Source: an optimization exercise on an open RTL-to-GDS flow (aim: small area, a short achievable clock period and few clock cycles per item). Production flows keep margins and buffers that such runs may drop.
No run shown here included a check of the RTL's function; only the layout flow was run.

==> flow/design.v, too long to show whole: its modules and the start of the top module <==
// module fpu_multiply: 1240 lines
// module fast_power: 88 lines
module fast_power (
    input             clk,
    input             rst,
    input             start,
    input      [31:0] base,
    input      [31:0] exponent,
    output     [31:0] result,
    output reg        done
);
  // ...
==> flow/flow/run.sh <==
#!/bin/bash
# Standard layout with two changes: the port buffers are buf_1 cells instead
# of the default delay buffers, and after the standard synthesis the netlist's
# inverters around full adders are removed by flow/fa_polarity.py (a full
# adder with all inputs inverted gives both outputs inverted). Each tool's
# output goes to a log file of its own here.
set -euo pipefail
export BUFFER_PORTS_ARGS="-buffer_cell sky130_fd_sc_hd__buf_1"
bash standard.sh synth > synth.log 2>&1
R=orfs/results/sky130hd/fast_power/base
cp $R/1_2_yosys.v 1_2_yosys.standard.v
python3 flow/fa_polarity.py 1_2_yosys.standard.v $R/1_2_yosys.v > fa_polarity.log 2>&1
rm -f $R/1_synth.odb $R/1_synth.sdc
bash standard.sh > layout.log 2>&1
==> flow/flow/fa_polarity.py <==
#!/usr/bin/env python3
"""Remove inverters around full adders in a mapped sky130hd netlist.

A full adder is self-dual: fa(~a, ~b, ~c) gives ~sum and ~carry. Yosys maps
adders with inverters on many of their inputs and outputs. This script looks
through inverters and buffers to the signal that drives them (its "root"),
chooses for each full adder whether it computes its outputs true or inverted
(all three inputs then taken inverted), and takes xor2/xnor2 inputs in
whichever polarity is at hand (swapping xor2 and xnor2 as the parity needs).
Then it builds one inverter for each root whose inverse is still needed.
Registers, ports and every other cell are kept as they are.

usage: fa_polarity.py in.v out.v
"""
import re
import sys

src = open(sys.argv[1]).read()

m = re.search(r'^\s*sky130_fd_sc_hd__\w+\s+\S+\s*\(', src, re.M)
head = src[:m.start()]
body = src[m.start():]
end = body.rindex('endmodule')
tail = body[end:]
body = body[:end]

inst_re = re.compile(r'\s*(sky130_fd_sc_hd__\w+)\s+(\S+)\s*\((.*?)\);', re.S)
pin_re = re.compile(r'\.(\w+)\(\s*([^()]*?)\s*\)')
insts = []
pos = 0
for im in inst_re.finditer(body):
    assert body[pos:im.start()].strip() == '', body[pos:im.start()][:200]
    pos = im.end()
    typ, name, pins = im.group(1), im.group(2), im.group(3)
    insts.append([typ, name, dict(pin_re.findall(pins))])
assert body[pos:].strip() == ''

OUTS = {'X', 'Y', 'Q', 'Q_N', 'SUM', 'COUT', 'HI', 'LO'}

def base(t):
    return t[len('sky130_fd_sc_hd__'):]

def is_inv(t):
    b = base(t)
    return re.fullmatch(r'(clk)?inv_\d+', b) is not None

def is_buf(t):
    b = base(t)
    return re.fullmatch(r'(clk)?buf_\d+', b) is not None

def is_fa(t):
    return re.fullmatch(r'fa_\d+', base(t)) is not None

def is_xor(t):
    return re.fullmatch(r'x(n)?or2_\d+', base(t)) is not None

def is_ha(t):
    return re.fullmatch(r'ha_\d+', base(t)) is not None

# ports: nets named in the module header as inputs/outputs
ports_out = set()
ports_in = set()
for d, rng, names in re.findall(r'^\s*(input|output)\s+(\[\d+:\d+\])?\s*([^;]+);', head, re.M):
    for n in names.split(','):
        n = n.strip()
        if rng:
            hi, lo = map(int, rng[1:-1].split(':'))
            bits = ['%s[%d]' % (n, i) for i in range(min(hi, lo), max(hi, lo) + 1)]
        else:
            bits = [n]
        (ports_out if d == 'output' else ports_in).update(bits)

driver = {}
for k, (t, n, pins) in enumerate(insts):
    for p, net in pins.items():
        if p in OUTS:
            assert net not in driver, net
            driver[net] = (k, p)

# transparent cells: inverters and buffers not driving an output port
transp = set()
for k, (t, n, pins) in enumerate(insts):
    if (is_inv(t) or is_buf(t)):
        out = pins.get('Y', pins.get('X'))
        if out not in ports_out:
            transp.add(k)

def root_of(net):
    """(root net, polarity) of a net seen through transparent cells."""
    pol = 0
    while net in driver and driver[net][0] in transp:
        k = driver[net][0]
        t, _, pins = insts[k]
        if is_inv(t):
            pol ^= 1
        net = pins['A']
    return net, pol

fa_ids = [k for k, (t, n, p) in enumerate(insts) if is_fa(t)]
xor_ids = [k for k, (t, n, p) in enumerate(insts) if is_xor(t)]
fa_of_root = {}
for k in fa_ids:
    pins = insts[k][2]
    fa_of_root[pins['SUM']] = k
    fa_of_root[pins['COUT']] = k
xor_out = {insts[k][2]['X' if 'X' in insts[k][2] else 'Y'] for k in xor_ids}
ha_ids = [k for k, (t, n, p) in enumerate(insts) if is_ha(t)]
for k in ha_ids:
    xor_out.add(insts[k][2]['SUM'])
    xor_out.add(insts[k][2]['COUT'])

# consumers: (root, needed polarity, kind, fa index or None)
# kind 'fix' needs the polarity; 'fa' toggles with the adder's flip;
# 'any' (xor inputs) takes either.
cons = {}
for k, (t, n, pins) in enumerate(insts):
    if k in transp:
        continue
    for p, net in pins.items():
        if p in OUTS or net == '' or net.startswith("1'b"):
            continue
        r, pol = root_of(net)
        if is_fa(t):
            kind = 'fa'
        elif is_xor(t) or is_ha(t):
            kind = 'any'
        else:
            kind = 'fix'
        cons.setdefault(r, []).append((pol, kind, k))
for net in ports_out:
    if net in driver and driver[net][0] in transp:
        raise SystemExit('output port driven by a transparent cell')

flip = {k: 0 for k in fa_ids}

def produced(r):
    k = fa_of_root.get(r)
    return flip[k] if k is not None else 0

def root_cost(r):
    need = set()
    for pol, kind, k in cons.get(r, []):
        if kind == 'any':
            continue
        if kind == 'fa':
            pol ^= flip[k]
        need.add(pol)
    if r in xor_out:
        return 0 if len(need) <= 1 else 1
    return 1 if (need - {produced(r)}) else 0

roots_of_fa = {}
for r, lst in cons.items():
    for pol, kind, k in lst:
        if kind == 'fa':
            roots_of_fa.setdefault(k, set()).add(r)
for k in fa_ids:
    pins = insts[k][2]
    roots_of_fa.setdefault(k, set()).update([pins['SUM'], pins['COUT']])

def total():
    return sum(root_cost(r) for r in cons)

before = total()
improved = True
rounds = 0
while improved and rounds < 50:
    improved = False
    rounds += 1
    for k in fa_ids:
        rs = roots_of_fa[k]
        c0 = sum(root_cost(r) for r in rs)
        flip[k] ^= 1
        c1 = sum(root_cost(r) for r in rs)
        if c1 < c0:
            improved = True
        else:
            flip[k] ^= 1
after = total()

# choose the polarity each xor output carries (the one its fixed users want)
xpol = {}
for r in xor_out:
    need = set()
    for pol, kind, k in cons.get(r, []):
        if kind == 'any':
            continue
        if kind == 'fa':
            pol ^= flip[k]
        need.add(pol)
    xpol[r] = 1 if need == {1} else 0

def avail(r):
    return xpol[r] if r in xpol else produced(r)

# rebuild
inv_net = {}
new_insts = []
counter = [0]

def get(r, pol):
    """net carrying root r at polarity pol (relative to the original)."""
    if pol == avail(r):
        return r
    if r not in inv_net:
        counter[0] += 1
        net = 'fapol_n%d' % counter[0]
        inv_net[r] = net
        new_insts.append(['sky130_fd_sc_hd__inv_1', 'fapol_i%d' % counter[0], {'A': r, 'Y': net}])
    return inv_net[r]

out_insts = []
for k, (t, n, pins) in enumerate(insts):
    if k in transp:
        continue
    newp = {}
    if is_xor(t):
        par = 0 if base(t).startswith('xor') else 1
        for p, net in pins.items():
            if p in OUTS:
                continue
            r, pol = root_of(net)
            newp[p] = r
            par ^= pol ^ avail(r)
        o = 'X' if 'X' in pins else 'Y'
        par ^= xpol[pins[o]]
        newp[o] = pins[o]
        drive = re.search(r'_(\d+)$', t).group(1)
        nt = 'sky130_fd_sc_hd__%s2_%s' % ('xnor' if par else 'xor', drive)
        onew = 'Y' if par else 'X'
        newp = {('A' if p == 'A' else 'B' if p == 'B' else onew): v for p, v in newp.items()}
        out_insts.append([nt, n, newp])
        continue
    if is_ha(t):
        # half adder: sum as xor2/xnor2, carry as a two-input gate, each
        # taking its inputs and giving its output in the polarity at hand
        d = {}
        ins = {}
        for p in ('A', 'B'):
            r, pol = root_of(pins[p])
            ins[p] = r
            d[p] = pol ^ avail(r)
        so, co = pins['SUM'], pins['COUT']
        par = d['A'] ^ d['B'] ^ xpol[so]
        if par:
            out_insts.append(['sky130_fd_sc_hd__xnor2_1', n + '_hs', {'A': ins['A'], 'B': ins['B'], 'Y': so}])
        else:
            out_insts.append(['sky130_fd_sc_hd__xor2_1', n + '_hs', {'A': ins['A'], 'B': ins['B'], 'X': so}])
        po = xpol[co]
        a, b = ins['A'], ins['B']
        if d['A'] == 0 and d['B'] == 1:
            a, b = b, a
            da, db = 1, 0
        else:
            da, db = d['A'], d['B']
        if (da, db) == (0, 0):
            cell = ('nand2_1', {'A': a, 'B': b, 'Y': co}) if po else ('and2_0', {'A': a, 'B': b, 'X': co})
        elif (da, db) == (1, 1):
            cell = ('or2_0', {'A': a, 'B': b, 'X': co}) if po else ('nor2_1', {'A': a, 'B': b, 'Y': co})
        else:
            # a holds the inverted input
            cell = ('nand2b_1', {'A_N': a, 'B': b, 'Y': co}) if po else ('nor2b_1', {'A': a, 'B_N': b, 'Y': co})
        out_insts.append(['sky130_fd_sc_hd__' + cell[0], n + '_hc', cell[1]])
        continue
    f = flip.get(k, 0) if is_fa(t) else 0
    for p, net in pins.items():
        if p in OUTS or net == '' or net.startswith("1'b"):
            newp[p] = net
            continue
        r, pol = root_of(net)
        newp[p] = get(r, pol ^ f)
    out_insts.append([t, n, newp])
out_insts += new_insts

# wires: keep the header's declarations, add the new nets
decl = set(re.findall(r'^\s*wire\s+(?:\[\d+:\d+\]\s*)?(\S+?)\s*;', head, re.M))
extra = [v for v in inv_net.values() if v not in decl]
lines = [head.rstrip('\n')]
for v in extra:
    lines.append('  wire %s;' % v)
for t, n, pins in out_insts:
    pl = ',\n'.join('    .%s(%s%s)' % (p, v, ' ' if v.startswith('\\') else '')
                    for p, v in pins.items())
    lines.append('  %s %s (\n%s\n  );' % (t, n, pl))
lines.append(tail)
open(sys.argv[2], 'w').write('\n'.join(lines))
ninv0 = sum(1 for k in transp if is_inv(insts[k][0]))
nbuf0 = sum(1 for k in transp if is_buf(insts[k][0]))
print('inverters removed %d, buffers removed %d, inverters added %d; '
      'roots needing an inverse %d -> %d; adders flipped %d in %d rounds'
      % (ninv0, nbuf0, len(new_insts), before, after, sum(flip.values()), rounds))
print('half adders split %d' % len(ha_ids))
==> flow/standard.sh <==
#!/bin/bash
# synth_recipe.tcl (not shown) runs the flow's synth.tcl, then flattens the netlist and writes it again
# the make line also repeats each setting of config.mk as NAME=value (left out here)
make -C /OpenROAD-flow-scripts/flow DESIGN_CONFIG=/design/flow/config.mk WORK_HOME=/design/flow/orfs CLKGATE_MAP_FILE= SYNTH_SCRIPT=/design/flow/synth_recipe.tcl "${@:-finish}"
==> flow/config.mk <==
export PLATFORM = sky130hd
export DESIGN_NAME = fast_power
export DESIGN_NICKNAME = fast_power
export VERILOG_FILES = /design/flow/design.v
export SDC_FILE = /design/flow/constraint.sdc
export NUM_CORES = 4
export LEC_CHECK = 0
export ABC_AREA = 1
export CAP_MARGIN = 60
export CORE_MARGIN = 2
export CORE_UTILIZATION = 40
export SLEW_MARGIN = 75
==> flow/constraint.sdc <==
create_clock -name core_clock -period 24.0 [get_ports {clk}]
set_input_delay 4.8000 -clock core_clock [delete_from_list [all_inputs] [get_ports {clk}]]
set_output_delay 4.8000 -clock core_clock [all_outputs]
set_load 0.01 [all_outputs]
==> summary.txt, run 1 <==
Grt total ovfl - 0
CTS buffer count - 9
Setup violations, final - 0
Setup TNS - 0 ps
Post-Syn Instances - 2355
Met2 Use GR - 0.4767
Critical path required time - 24250 ps
Status - complete, no violations
CP delay by family, top - adder cells
Post-placement cell count - 3132
M1 GR Usage - 0.3752
Worst R2R End - b_f[19]
Top Ports - 100
Final worst setup slack - 16370 ps
Layout Nets - 2864
Leading cell types in the layout, fill and taps excluded - nand2_1, o22ai_1, fa_1
Reg2Reg Launch Point - op_r
Number of global-route vias before repair - 18610
GR Layer Usage met3 - 0.04255
Max Cap Viol - 0
Final-layout fill cell count - 4653
Via count - 18510
CP startpoint - op_r
Number of nets with antenna violations after routing - 0
Min Tclk post-route - 7630 ps
Fin crit share - 0.3179
Number of port buffers - 99
Worst Hold End - b_s
Clock-cell share - 0.01652
DR WL met3 - 5699 um
Drt drc - 0
Average wire per standard cell - 21.62 um
Dpl ws - 16360 ps
Max FFs per register - 32
Setup Buffers After CTS - 0
Die ar. - 47870 sq um
FFs & Latches - 102
First-pass GRT wire length - 106400 um
==> inputs of run 2 (changes only) <==
--- a/flow/design.v
+++ b/flow/design.v
@@ -988,212 +988,128 @@
   wire gt20 = gt19 | (pt19 & gt17);
   wire pt20 = pt19 & pt17;
   wire gt21 = gt20 | (pt20 & gt15);
   wire pt21 = pt20 & pt15;
   wire gt22 = gt21 | (pt21 & gt10);
   wire pt22 = pt21 & pt10;
   wire g23_1 = g0[23] | (t0[23] & gt22);
   wire p23_1 = t0[23] & 1'b0;
-  wire g23_2 = g0[24] | (t0[24] & g0[23]);
-  wire p23_2 = t0[24] & t0[23];
   wire g23_3 = g0[25] | (t0[25] & g0[24]);
   wire p23_3 = t0[25] & t0[24];
-  wire g23_4 = g0[26] | (t0[26] & g0[25]);
-  wire p23_4 = t0[26] & t0[25];
   wire g23_5 = g0[27] | (t0[27] & g0[26]);
   wire p23_5 = t0[27] & t0[26];
-  wire g23_6 = g0[28] | (t0[28] & g0[27]);
-  wire p23_6 = t0[28] & t0[27];
   wire g23_7 = g0[29] | (t0[29] & g0[28]);
   wire p23_7 = t0[29] & t0[28];
-  wire g23_8 = g0[30] | (t0[30] & g0[29]);
-  wire p23_8 = t0[30] & t0[29];
   wire g23_9 = g0[31] | (t0[31] & g0[30]);
   wire p23_9 = t0[31] & t0[30];
-  wire g23_10 = g0[32] | (t0[32] & g0[31]);
-  wire p23_10 = t0[32] & t0[31];
   wire g23_11 = g0[33] | (t0[33] & g0[32]);
   wire p23_11 = t0[33] & t0[32];
-  wire g23_12 = g0[34] | (t0[34] & g0[33]);
-  wire p23_12 = t0[34] & t0[33];
   wire g23_13 = g0[35] | (t0[35] & g0[34]);
   wire p23_13 = t0[35] & t0[34];
-  wire g23_14 = g0[36] | (t0[36] & g0[35]);
-  wire p23_14 = t0[36] & t0[35];
   wire g23_15 = g0[37] | (t0[37] & g0[36]);
   wire p23_15 = t0[37] & t0[36];
-  wire g23_16 = g0[38] | (t0[38] & g0[37]);
-  wire p23_16 = t0[38] & t0[37];
   wire g23_17 = g0[39] | (t0[39] & g0[38]);
   wire p23_17 = t0[39] & t0[38];
-  wire g23_18 = g0[40] | (t0[40] & g0[39]);
-  wire p23_18 = t0[40] & t0[39];
   wire g23_19 = g0[41] | (t0[41] & g0[40]);
   wire p23_19 = t0[41] & t0[40];
-  wire g23_20 = g0[42] | (t0[42] & g0[41]);
-  wire p23_20 = t0[42] & t0[41];
   wire g23_21 = g0[43] | (t0[43] & g0[42]);
   wire p23_21 = t0[43] & t0[42];
-  wire g23_22 = g0[44] | (t0[44] & g0[43]);
-  wire p23_22 = t0[44] & t0[43];
   wire g23_23 = g0[45] | (t0[45] & g0[44]);
   wire p23_23 = t0[45] & t0[44];
-  wire g23_24 = g0[46] | (t0[46] & g0[45]);
-  wire p23_24 = t0[46] & t0[45];
   wire g23_25 = g0[47] | (t0[47] & g0[46]);
   wire p23_25 = t0[47] & t0[46];
-  wire g24_2 = g23_2 | (p23_2 & gt22);
-  wire p24_2 = p23_2 & 1'b0;
+  wire g24_2 = g0[24] | (t0[24] & g23_1);
+  wire p24_2 = t0[24] & p23_1;
   wire g24_3 = g23_3 | (p23_3 & g23_1);
   wire p24_3 = p23_3 & p23_1;
-  wire g24_4 = g23_4 | (p23_4 & g23_2);
-  wire p24_4 = p23_4 & p23_2;
-  wire g24_5 = g23_5 | (p23_5 & g23_3);
-  wire p24_5 = p23_5 & p23_3;
-  wire g24_6 = g23_6 | (p23_6 & g23_4);
-  wire p24_6 = p23_6 & p23_4;
+  wire g24_6 = g0[28] | (t0[28] & g23_5);
+  wire p24_6 = t0[28] & p23_5;
   wire g24_7 = g23_7 | (p23_7 & g23_5);
   wire p24_7 = p23_7 & p23_5;
-  wire g24_8 = g23_8 | (p23_8 & g23_6);
-  wire p24_8 = p23_8 & p23_6;
-  wire g24_9 = g23_9 | (p23_9 & g23_7);
-  wire p24_9 = p23_9 & p23_7;
-  wire g24_10 = g23_10 | (p23_10 & g23_8);
-  wire p24_10 = p23_10 & p23_8;
+  wire g24_10 = g0[32] | (t0[32] & g23_9);
+  wire p24_10 = t0[32] & p23_9;
   wire g24_11 = g23_11 | (p23_11 & g23_9);
   wire p24_11 = p23_11 & p23_9;
-  wire g24_12 = g23_12 | (p23_12 & g23_10);
-  wire p24_12 = p23_12 & p23_10;
-  wire g24_13 = g23_13 | (p23_13 & g23_11);
-  wire p24_13 = p23_13 & p23_11;
-  wire g24_14 = g23_14 | (p23_14 & g23_12);
-  wire p24_14 = p23_14 & p23_12;
+  wire g24_14 = g0[36] | (t0[36] & g23_13);
+  wire p24_14 = t0[36] & p23_13;
   wire g24_15 = g23_15 | (p23_15 & g23_13);
   wire p24_15 = p23_15 & p23_13;
-  wire g24_16 = g23_16 | (p23_16 & g23_14);
-  wire p24_16 = p23_16 & p23_14;
-  wire g24_17 = g23_17 | (p23_17 & g23_15);
-  wire p24_17 = p23_17 & p23_15;
-  wire g24_18 = g23_18 | (p23_18 & g23_16);
-  wire p24_18 = p23_18 & p23_16;
+  wire g24_18 = g0[40] | (t0[40] & g23_17);
+  wire p24_18 = t0[40] & p23_17;
   wire g24_19 = g23_19 | (p23_19 & g23_17);
   wire p24_19 = p23_19 & p23_17;
-  wire g24_20 = g23_20 | (p23_20 & g23_18);
-  wire p24_20 = p23_20 & p23_18;
-  wire g24_21 = g23_21 | (p23_21 & g23_19);
-  wire p24_21 = p23_21 & p23_19;
-  wire g24_22 = g23_22 | (p23_22 & g23_20);
-  wire p24_22 = p23_22 & p23_20;
+  wire g24_22 = g0[44] | (t0[44] & g23_21);
+  wire p24_22 = t0[44] & p23_21;
   wire g24_23 = g23_23 | (p23_23 & g23_21);
   wire p24_23 = p23_23 & p23_21;
-  wire g24_24 = g23_24 | (p23_24 & g23_22);
-  wire p24_24 = p23_24 & p23_22;
-  wire g24_25 = g23_25 | (p23_25 & g23_23);
-  wire p24_25 = p23_25 & p23_23;
-  wire g25_4 = g24_4 | (p24_4 & gt22);
-  wire p25_4 = p24_4 & 1'b0;
-  wire g25_5 = g24_5 | (p24_5 & g23_1);
-  wire p25_5 = p24_5 & p23_1;
-  wire g25_6 = g24_6 | (p24_6 & g24_2);
-  wire p25_6 = p24_6 & p24_2;
+  wire g25_4 = g0[26] | (t0[26] & g24_3);
+  wire p25_4 = t0[26] & p24_3;
+  wire g25_5 = g23_5 | (p23_5 & g24_3);
+  wire p25_5 = p23_5 & p24_3;
+  wire g25_6 = g24_6 | (p24_6 & g24_3);
+  wire p25_6 = p24_6 & p24_3;
   wire g25_7 = g24_7 | (p24_7 & g24_3);
   wire p25_7 = p24_7 & p24_3;
-  wire g25_8 = g24_8 | (p24_8 & g24_4);
-  wire p25_8 = p24_8 & p24_4;
-  wire g25_9 = g24_9 | (p24_9 & g24_5);
-  wire p25_9 = p24_9 & p24_5;
-  wire g25_10 = g24_10 | (p24_10 & g24_6);
-  wire p25_10 = p24_10 & p24_6;
-  wire g25_11 = g24_11 | (p24_11 & g24_7);
-  wire p25_11 = p24_11 & p24_7;
-  wire g25_12 = g24_12 | (p24_12 & g24_8);
-  wire p25_12 = p24_12 & p24_8;
-  wire g25_13 = g24_13 | (p24_13 & g24_9);
-  wire p25_13 = p24_13 & p24_9;
-  wire g25_14 = g24_14 | (p24_14 & g24_10);
-  wire p25_14 = p24_14 & p24_10;
+  wire g25_12 = g0[34] | (t0[34] & g24_11);
+  wire p25_12 = t0[34] & p24_11;
+  wire g25_13 = g23_13 | (p23_13 & g24_11);
+  wire p25_13 = p23_13 & p24_11;
+  wire g25_14 = g24_14 | (p24_14 & g24_11);
+  wire p25_14 = p24_14 & p24_11;
   wire g25_15 = g24_15 | (p24_15 & g24_11);
   wire p25_15 = p24_15 & p24_11;
-  wire g25_16 = g24_16 | (p24_16 & g24_12);
-  wire p25_16 = p24_16 & p24_12;
-  wire g25_17 = g24_17 | (p24_17 & g24_13);
-  wire p25_17 = p24_17 & p24_13;
-  wire g25_18 = g24_18 | (p24_18 & g24_14);
-  wire p25_18 = p24_18 & p24_14;
-  wire g25_19 = g24_19 | (p24_19 & g24_15);
-  wire p25_19 = p24_19 & p24_15;
-  wire g25_20 = g24_20 | (p24_20 & g24_16);
-  wire p25_20 = p24_20 & p24_16;
-  wire g25_21 = g24_21 | (p24_21 & g24_17);
-  wire p25_21 = p24_21 & p24_17;
-  wire g25_22 = g24_22 | (p24_22 & g24_18);
-  wire p25_22 = p24_22 & p24_18;
+  wire g25_20 = g0[42] | (t0[42] & g24_19);
+  wire p25_20 = t0[42] & p24_19;
+  wire g25_21 = g23_21 | (p23_21 & g24_19);
+  wire p25_21 = p23_21 & p24_19;
+  wire g25_22 = g24_22 | (p24_22 & g24_19);
+  wire p25_22 = p24_22 & p24_19;
   wire g25_23 = g24_23 | (p24_23 & g24_19);
   wire p25_23 = p24_23 & p24_19;
-  wire g25_24 = g24_24 | (p24_24 & g24_20);
-  wire p25_24 = p24_24 & p24_20;
-  wire g25_25 = g24_25 | (p24_25 & g24_21);
-  wire p25_25 = p24_25 & p24_21;
-  wire g26_8 = g25_8 | (p25_8 & gt22);
-  wire p26_8 = p25_8 & 1'b0;
-  wire g26_9 = g25_9 | (p25_9 & g23_1);
-  wire p26_9 = p25_9 & p23_1;
-  wire g26_10 = g25_10 | (p25_10 & g24_2);
-  wire p26_10 = p25_10 & p24_2;
-  wire g26_11 = g25_11 | (p25_11 & g24_3);
-  wire p26_11 = p25_11 & p24_3;
-  wire g26_12 = g25_12 | (p25_12 & g25_4);
-  wire p26_12 = p25_12 & p25_4;
-  wire g26_13 = g25_13 | (p25_13 & g25_5);
-  wire p26_13 = p25_13 & p25_5;
-  wire g26_14 = g25_14 | (p25_14 & g25_6);
-  wire p26_14 = p25_14 & p25_6;
+  wire g26_8 = g0[30] | (t0[30] & g25_7);
+  wire p26_8 = t0[30] & p25_7;
+  wire g26_9 = g23_9 | (p23_9 & g25_7);
+  wire p26_9 = p23_9 & p25_7;
+  wire g26_10 = g24_10 | (p24_10 & g25_7);
+  wire p26_10 = p24_10 & p25_7;
+  wire g26_11 = g24_11 | (p24_11 & g25_7);
+  wire p26_11 = p24_11 & p25_7;
+  wire g26_12 = g25_12 | (p25_12 & g25_7);
+  wire p26_12 = p25_12 & p25_7;
+  wire g26_13 = g25_13 | (p25_13 & g25_7);
+  wire p26_13 = p25_13 & p25_7;
+  wire g26_14 = g25_14 | (p25_14 & g25_7);
+  wire p26_14 = p25_14 & p25_7;
   wire g26_15 = g25_15 | (p25_15 & g25_7);
   wire p26_15 = p25_15 & p25_7;
-  wire g26_16 = g25_16 | (p25_16 & g25_8);
-  wire p26_16 = p25_16 & p25_8;
-  wire g26_17 = g25_17 | (p25_17 & g25_9);
-  wire p26_17 = p25_17 & p25_9;
-  wire g26_18 = g25_18 | (p25_18 & g25_10);
-  wire p26_18 = p25_18 & p25_10;
-  wire g26_19 = g25_19 | (p25_19 & g25_11);
-  wire p26_19 = p25_19 & p25_11;
-  wire g26_20 = g25_20 | (p25_20 & g25_12);
-  wire p26_20 = p25_20 & p25_12;
-  wire g26_21 = g25_21 | (p25_21 & g25_13);
-  wire p26_21 = p25_21 & p25_13;
-  wire g26_22 = g25_22 | (p25_22 & g25_14);
-  wire p26_22 = p25_22 & p25_14;
-  wire g26_23 = g25_23 | (p25_23 & g25_15);
-  wire p26_23 = p25_23 & p25_15;
-  wire g26_24 = g25_24 | (p25_24 & g25_16);
-  wire p26_24 = p25_24 & p25_16;
-  wire g26_25 = g25_25 | (p25_25 & g25_17);
-  wire p26_25 = p25_25 & p25_17;
-  wire g27_16 = g26_16 | (p26_16 & gt22);
-  wire p27_16 = p26_16 & 1'b0;
-  wire g27_17 = g26_17 | (p26_17 & g23_1);
-  wire p27_17 = p26_17 & p23_1;
-  wire g27_18 = g26_18 | (p26_18 & g24_2);
-  wire p27_18 = p26_18 & p24_2;
-  wire g27_19 = g26_19 | (p26_19 & g24_3);
-  wire p27_19 = p26_19 & p24_3;
-  wire g27_20 = g26_20 | (p26_20 & g25_4);
-  wire p27_20 = p26_20 & p25_4;
-  wire g27_21 = g26_21 | (p26_21 & g25_5);
-  wire p27_21 = p26_21 & p25_5;
-  wire g27_22 = g26_22 | (p26_22 & g25_6);
-  wire p27_22 = p26_22 & p25_6;
-  wire g27_23 = g26_23 | (p26_23 & g25_7);
-  wire p27_23 = p26_23 & p25_7;
-  wire g27_24 = g26_24 | (p26_24 & g26_8);
-  wire p27_24 = p26_24 & p26_8;
-  wire g27_25 = g26_25 | (p26_25 & g26_9);
-  wire p27_25 = p26_25 & p26_9;
+  wire g26_24 = g0[46] | (t0[46] & g25_23);
+  wire p26_24 = t0[46] & p25_23;
+  wire g26_25 = g23_25 | (p23_25 & g25_23);
+  wire p26_25 = p23_25 & p25_23;
+  wire g27_16 = g0[38] | (t0[38] & g26_15);
+  wire p27_16 = t0[38] & p26_15;
+  wire g27_17 = g23_17 | (p23_17 & g26_15);
+  wire p27_17 = p23_17 & p26_15;
+  wire g27_18 = g24_18 | (p24_18 & g26_15);
+  wire p27_18 = p24_18 & p26_15;
+  wire g27_19 = g24_19 | (p24_19 & g26_15);
+  wire p27_19 = p24_19 & p26_15;
+  wire g27_20 = g25_20 | (p25_20 & g26_15);
+  wire p27_20 = p25_20 & p26_15;
+  wire g27_21 = g25_21 | (p25_21 & g26_15);
+  wire p27_21 = p25_21 & p26_15;
+  wire g27_22 = g25_22 | (p25_22 & g26_15);
+  wire p27_22 = p25_22 & p26_15;
+  wire g27_23 = g25_23 | (p25_23 & g26_15);
+  wire p27_23 = p25_23 & p26_15;
+  wire g27_24 = g26_24 | (p26_24 & g26_15);
+  wire p27_24 = p26_24 & p26_15;
+  wire g27_25 = g26_25 | (p26_25 & g26_15);
+  wire p27_25 = p26_25 & p26_15;
   assign p[0] = 1'b0;
   assign p[1] = 1'b0;
   assign p[2] = 1'b0;
   assign p[3] = 1'b0;
   assign p[4] = 1'b0;
   assign p[5] = 1'b0;
   assign p[6] = 1'b0;
   assign p[7] = 1'b0;
==> flow/run.sh (new file) <==
#!/bin/bash
# synth_recipe.tcl (not shown) runs the flow's synth.tcl, then flattens the netlist and writes it again
# the make line also repeats each setting of config.mk as NAME=value (left out here)
make -C /OpenROAD-flow-scripts/flow DESIGN_CONFIG=/design/flow/config.mk WORK_HOME=/design/flow/orfs CLKGATE_MAP_FILE= SYNTH_SCRIPT=/design/flow/synth_recipe.tcl finish
removed: flow/flow/run.sh
removed: flow/flow/fa_polarity.py
removed: flow/standard.sh
==> run 2 against run 1 <==
Compared with the run above:
- clock-buffer cell count stayed put
- global-route usage is 1.4 points lower
- final area is 2.6% higher
- via count is 0.53% higher
- critical endpoint is now b_l
==> summary.txt, run 2 <==
Most frequent cell on the critical path - fa_1
Post-synth cell types - 51
Drt drc - 0 (unchanged)
Min Tclk post-route - 7586 ps (-44.30 ps)
Leading cell types in the layout, fill and taps excluded - nand2_1, inv_1, o22ai_1
Setup TNS - 0 ps (unchanged)
Dpl ws - 16450 ps (+84.70 ps)
Number of port buffers - 99 (unchanged)
GRT Total Usage - 0.2727
Num Clock Sinks - 102
Hold Crit Class - flip-flop to flip-flop
Final Hold Violating Endpoints - 0
RSZ-0062 raised after global routing - no
CTS hold repair buffers - 0
Synth Register Bits - 102
Post-Syn Instances - 2544 (+8.0%)
Starting Density - 0.4030
Number of global-route vias before repair - 19290 (+3.7%)
Slew @ Worst Pin - 403.8 ps
Final worst setup slack - 16410 ps (+44.30 ps)
Area Growth Syn to Fin - 12.16%
Async SR Flop Fraction - 0
Grt total ovfl - 0 (unchanged)
Average wire per standard cell - 21.62 um (about the same)
Synthesized area per cell - 7.707 sq um
Critical path required time - 24260 ps (about the same)
Top post-synthesis cells by area - fa_1, xor2_1, o22ai_1
CP startpoint - b_f[13]
Core area - 48650 sq um
Die ar. - 50800 sq um (+6.1%)
Largest net degree at the start of global routing - 50
Clk Latency, worst-skew pair - 370 ps
Share of layout cells above drive strength 1 - 0.07593
Die H - 225.4 um
Via count - 18610 (+0.53%)
Max Cap Viol - 0 (unchanged)
Worst Hold Launch - r_s
Register area share after synthesis - 0.1205
Largest Register - e
Max incr delay on CP - 510 ps
CP startpoint kind - flip-flop
CTS max path bufs - 2
CTS tree - yes
Setup Buffers After CTS - 0 (unchanged)
Max FFs per register - 32 (unchanged)
Antenna Cells - 0
Number of nets with antenna violations after routing - 0 (unchanged)
CTS buffer count - 9 (unchanged)
Mapped Area - 19610 sq um
Layout Nets - 2969 (+3.7%)
Synth warn - 1
H-tree levels - 3
Reg clk slew, reported paths - 80 ps
Syn Nets - 2963
Most common cell in the netlist - nand2_1
Status - complete, no violations
Fin crit share - 0.3161 (-0.001846)
CP arrival - 7850 ps
Drt pass-1 iters - 6
First-pass GRT wire length - 107200 um (+0.75%)
Drt initial violations - 1780
Row cnt - 81
Via density - 5.858
Final RePlAce weighted congestion - 0.9332
Most common cell after layout, fill and taps aside - nand2_1
Post-CTS sizing - 0
Initial antenna violation count - 1
EDFF count, synth - 32
Reg2Reg Launch Point - b_f[13]
Routed Wire Length - 68700 um
Critical path class - flip-flop to flip-flop
Hpwl dp - 49730 um
Die Wd - 225.4 um
Synth top area share - 0.2583
Clk_skew - 17.14 ps
Max-slew headroom - 0.7280
Synth area leader - fa_1
Crit. End Element - flip-flop
Pins Over Slew Limit - 0
Crit-path slowest cell - fa_1
Setup violations, final - 0 (unchanged)
Top Ports - 100 (unchanged)
Ys flop type - dfxtp_1
Crit path max fanout - 34
Root Driver - clkbuf_16
Commonest cells post-synth - nand2_1, inv_1, xor2_1, o22ai_1, fa_1
Fmax - 131.8 MHz
## run 2: cell types whose count changed in the layout (fill, tap and decap cells not counted), sizes merged, moves of 72 or more
cell	delta
xnor2	-224
inv	+207
xor2	+121
buf	-107
ha	+99
clkdlybuf4s50	+98
nand2	-81
nor2	-72
## run 2: path summary, 6_finish.rpt
| path | cells after the start | endpoint | slack (ps) |
|---|---|---|---|
| worst min-delay path | 2 | r_s | 480 |
| worst max register to register | 38 | b_l | 16410 |
| worst max-delay path | 38 | b_l | 16410 |
| worst min register to register | 2 | r_s | 480 |
## run 2: kinds of logic (layout without fill, tap and decap cells)
group,after synthesis,in the layout,synth area share
and+or+nand+nor,756,756,0.1701
buffers and inverters,570,581,0.1165
AOI/OAI and AO/OA,483,483,0.1457
adders and majority gates,352,352,0.3215
xor gates and xnor gates,279,279,0.1246
DFF,102,102,0.1205
muxes,2,2,0.001021
## run 2: routing by layer
| layer | global-route usage | routed length (um) |
|---|---|---|
| met1 | 0.3423 | 27470 |
| met2 | 0.4559 | 32140 |
| met3 | 0.04967 | 5923 |
| met4 | 0.1241 | 3142 |
| met5 | 0 | 14 |
## run 2: cell type report
cell class                      count  area, sq um
Fill cell                        4847        26660
Multi-Input combinational cell   1872        15290
Clock inverter                      7        67.56
Clock buffer                        9        225.2
Sequential cell                   102         2376
Inverter                          392         1520
Tap cell                          622        778.2
Timing Repair Buffer              173         1735
## run 2: per-stage QoR
stage	hold WS (ps)	instance area (sq um)	instances	utilization
2_1_floorplan	443.7	19610	2544	-
3_3_place_gp	462.4	21160	3148	0.4350
3_5_place_dp	463.8	21590	3159	0.4438
4_1_cts	478.5	21880	3175	0.4498
5_1_grt	535.4	21990	3177	0.4521
6_report	481.7	21990	3177	0.4521
## run 2: worst max-delay path, delay by kind of cell (launching register included)
kind,cells,cell delay [ps]
flops,1,310
buf+inv,9,1240
compound gates,4,520
simple gates,17,2010
fa+ha+maj,7,3130
xor+xnor,1,200

-- what the ideal ports hide --
No port has a modelled driver above. Below, the same layouts with a new extraction and two added sets of constraints.
Step 1: set_driving_cell puts a clkbuf_16 on clk and a buf_2 on each other input, an assumption about the parent block.
Step 2 moves the port delays by t, midway between the first and last clock arrival at a register: inputs arrive t later, outputs are due t later. That takes back most of the time a late clock gives input paths.
Three values: no drivers, after step 1, after step 2; two values: the first two.
run	t (ns)	setup WS [ns]	clock arrival spread, ns	worst register clock-pin slew, ns	worst data-port slew with drivers (ns)
run 1	0.397	16.370 / 16.370 / 16.370	0.013 / 0.013	0.08 / 0.08	0.05
run 2	0.412	16.414 / 16.414 / 16.414	0.017 / 0.018	0.08 / 0.08	0.07
After both steps setup and hold are still met in every run listed.
